What follows belongs to an exercise in optimizing a design on an open flow for small area; a production flow would make more cautious choices.
Where RTL was checked, it was by simulation tests only, not by an equivalence proof against the original.

Setup of run 1:
==> flow/design.v (excerpt) <==
module sphincs_randomizer_R (
  input  wire         CLK,
  input  wire         RST,
  input  wire         start,
  input  wire [127:0] sk_prf,
  input  wire [127:0] optrand,
  input  wire [263:0] msg,
  output wire [127:0] R,
  output reg          valid
);
  reg [127:0] ra;
  reg [127:0] re;
  reg [511:0] rw;
  reg [255:0] rc;
  reg [3:0] step;
  reg [6:0] cnt;
  reg       busy;
  reg       rmr;      
  wire p = cnt[0];
  function [15:0] rot16;    
    input [31:0] x;
    input integer n;
    reg [63:0] xx;
    begin
      xx = {x, x} >> n;
      rot16 = xx[15:0];
    end
  endfunction
  function [31:0] kword;
    input [5:0] t;
    begin
      case (t)
        6'd00: kword = 32'h428a2f98; 6'd01: kword = 32'h71374491;
        6'd02: kword = 32'hb5c0fbcf; 6'd03: kword = 32'he9b5dba5;
        6'd04: kword = 32'h3956c25b; 6'd05: kword = 32'h59f111f1;
        6'd06: kword = 32'h923f82a4; 6'd07: kword = 32'hab1c5ed5;
        6'd08: kword = 32'hd807aa98; 6'd09: kword = 32'h12835b01;
        6'd10: kword = 32'h243185be; 6'd11: kword = 32'h550c7dc3;
        6'd12: kword = 32'h72be5d74; 6'd13: kword = 32'h80deb1fe;
        6'd14: kword = 32'h9bdc06a7; 6'd15: kword = 32'hc19bf174;
        6'd16: kword = 32'he49b69c1; 6'd17: kword = 32'hefbe4786;
        6'd18: kword = 32'h0fc19dc6; 6'd19: kword = 32'h240ca1cc;
        6'd20: kword = 32'h2de92c6f; 6'd21: kword = 32'h4a7484aa;
        6'd22: kword = 32'h5cb0a9dc; 6'd23: kword = 32'h76f988da;
        6'd24: kword = 32'h983e5152; 6'd25: kword = 32'ha831c66d;
        6'd26: kword = 32'hb00327c8; 6'd27: kword = 32'hbf597fc7;
        6'd28: kword = 32'hc6e00bf3; 6'd29: kword = 32'hd5a79147;
        6'd30: kword = 32'h06ca6351; 6'd31: kword = 32'h14292967;
        6'd32: kword = 32'h27b70a85; 6'd33: kword = 32'h2e1b2138;
  ...
export LEC_CHECK = 0
export CAP_MARGIN = 20
export CORE_MARGIN = 2
export CORE_UTILIZATION = 45
export SETUP_SLACK_MARGIN = 0.2
export SLEW_MARGIN = 20
export SYNTH_HIERARCHICAL = 1
create_clock -name core_clock -period 10.0 [get_ports {CLK}]
standard.sh (not shown) runs the stock make flow with config.mk's settings and CLKGATE_MAP_FILE= SYNTH_SCRIPT=/design/flow/synth_recipe.tcl, a recipe that flattens the netlist after the stock synthesis.
==> flow/flow/run.sh <==
#!/bin/bash
# Own layout flow: the standard ORFS flow (standard.sh) with two changes
# that only affect how the layout is built:
#  - the port buffers that buffer_ports inserts on every input and output are
#    the smallest buffer cell (sky130_fd_sc_hd__buf_1) instead of the default
#    clkdlybuf4s50_1;
#  - clock tree synthesis uses clkbuf_4 with small sink clusters and
#    no dummy loads.
# Each tool's full output lands in the ORFS log folder; the make output is
# kept in standard.log.
export BUFFER_PORTS_ARGS="-buffer_cell sky130_fd_sc_hd__buf_1"
export CTS_ARGS="-sink_clustering_enable -repair_clock_nets -dont_use_dummy_load -sink_clustering_size 10 -sink_clustering_max_diameter 40 -buf_list {sky130_fd_sc_hd__clkbuf_4}"
bash standard.sh > standard.log 2>&1
Every stage of the flow completed for run 1, and the final layout passed the timing, DRC and antenna checks.
Changes in run 2 relative to run 1:
diff --git a/flow/design.v b/flow/design.v
--- a/flow/design.v
+++ b/flow/design.v
@@ -136,28 +136,50 @@
   wire [15:0] m1s = (s1d & w6) | (s1d & s0d) | (w6 & s0d);
   wire [15:0] c1s = {m1s[14:0], cf[8]};
   wire [15:0] s2s = s1s ^ c1s ^ w15;
   wire [15:0] m2s = (s1s & c1s) | (s1s & w15) | (c1s & w15);
   wire [15:0] c2s = {m2s[14:0], cf[9]};
   reg [15:0] e_new, a_new, w_new;
   reg [15:0] gk;
   reg [16:0] ce, ca, cs, ck;
+  reg [16:8] ce0, ce1, ca0, ca1;    
+  reg [15:8] e0, e1, a0, a1;
   integer i;
   always @* begin
     ce[0] = cf[4]; ca[0] = cf[7]; cs[0] = cf[10]; ck[0] = cf[2];
     for (i = 0; i < 16; i = i + 1) begin
+      w_new[i]  = s2s[i] ^ c2s[i] ^ cs[i];
+      cs[i+1]   = (s2s[i] & c2s[i]) | (s2s[i] & cs[i]) | (c2s[i] & cs[i]);
+      gk[i]     = re[32+i] ^ Kx[i] ^ ck[i];
+      ck[i+1]   = (re[32+i] & Kx[i]) | (re[32+i] & ck[i]) | (Kx[i] & ck[i]);
+    end
+    for (i = 0; i < 8; i = i + 1) begin
       e_new[i]  = s4e[i] ^ c4e[i] ^ ce[i];
       ce[i+1]   = (s4e[i] & c4e[i]) | (s4e[i] & ce[i]) | (c4e[i] & ce[i]);
       a_new[i]  = s5a[i] ^ c5a[i] ^ ca[i];
       ca[i+1]   = (s5a[i] & c5a[i]) | (s5a[i] & ca[i]) | (c5a[i] & ca[i]);
-      w_new[i]  = s2s[i] ^ c2s[i] ^ cs[i];
-      cs[i+1]   = (s2s[i] & c2s[i]) | (s2s[i] & cs[i]) | (c2s[i] & cs[i]);
-      gk[i]     = re[32+i] ^ Kx[i] ^ ck[i];
-      ck[i+1]   = (re[32+i] & Kx[i]) | (re[32+i] & ck[i]) | (Kx[i] & ck[i]);
+    end
+    ce0[8] = 1'b0; ce1[8] = 1'b1; ca0[8] = 1'b0; ca1[8] = 1'b1;
+    for (i = 8; i < 16; i = i + 1) begin
+      e0[i]     = s4e[i] ^ c4e[i] ^ ce0[i];
+      ce0[i+1]  = (s4e[i] & c4e[i]) | (s4e[i] & ce0[i]) | (c4e[i] & ce0[i]);
+      e1[i]     = s4e[i] ^ c4e[i] ^ ce1[i];
+      ce1[i+1]  = (s4e[i] & c4e[i]) | (s4e[i] & ce1[i]) | (c4e[i] & ce1[i]);
+      a0[i]     = s5a[i] ^ c5a[i] ^ ca0[i];
+      ca0[i+1]  = (s5a[i] & c5a[i]) | (s5a[i] & ca0[i]) | (c5a[i] & ca0[i]);
+      a1[i]     = s5a[i] ^ c5a[i] ^ ca1[i];
+      ca1[i+1]  = (s5a[i] & c5a[i]) | (s5a[i] & ca1[i]) | (c5a[i] & ca1[i]);
+    end
+    e_new[15:8] = ce[8] ? e1 : e0;
+    ce[16]      = ce[8] ? ce1[16] : ce0[16];
+    a_new[15:8] = ca[8] ? a1 : a0;
+    ca[16]      = ca[8] ? ca1[16] : ca0[16];
+    for (i = 9; i < 16; i = i + 1) begin
+      ce[i] = 1'b0; ca[i] = 1'b0;
     end
   end
   wire [11:0] cout = {1'b0, cs[16], m2s[15], m1s[15], ca[16], m5a[15], m4a[15],
                       ce[16], m4e[15], ck[16], m3[15], m1[15]};
   wire [511:0] key_blk = {sk_prf, 384'd0};
   wire [511:0] in1_blk = {optrand, msg, 8'h80, 48'h0, 64'h388};
   wire        kb    = ~step2[1];               
   wire        b1    = step2[1] & ~step2[3];    
[summary]
Proportion of cell area occupied by multi-input gates up 0.72 points in run 2 wrt run 1
| setup slack of the worst register-to-register path | higher: run 2 |
Run 2 ended up with or4_1 as its library cell contributing the largest single delay on the critical path; run 1 ended up with or4_4.
Run 1 → run 2: number of standard cells in the layout, taps in and fillers out up about 1.6%; number of fill cells in the layout up 228.
Run 2 vs. run 1: sum of routed wire length over all layers ~0 delta, multi-input combinational cell area increased by about 2.5% relative to the old numbers.
Going from run 1 to run 2, final design utilization moved down, critical path depth moved up, via total after detailed routing level.
For run 2, only the layout was checked, not whether the RTL still works.

-- port drivers added, routing unchanged --
In the flow no input, the clock included, has a driving cell. The finished layouts below were timed again as built, in two steps.
Step 1, drivers: a clkbuf_16 drives CLK and a buf_2 each remaining input, both assumed.
Step 2 also shifts input and output timing later by t, the mid clock arrival at the registers, as if the neighbouring blocks saw the same clock.
Slacks: ideal / step 1 / step 2; pairs: ideal / step 1.
run | shift t [ns] | setup WS [ns] | clock arrival spread, ns | worst data-port slew with drivers (ns) | pins driven straight from the clock port
run 1 | 1.036 | 0.408 / 0.408 / 0.408 | 0.139 / 0.139 | 0.27 | 1
run 2 | 1.058 | 0.428 / 0.428 / 0.428 | 0.133 / 0.133 | 0.46 | 1
After both steps setup and hold are still met in every run listed.
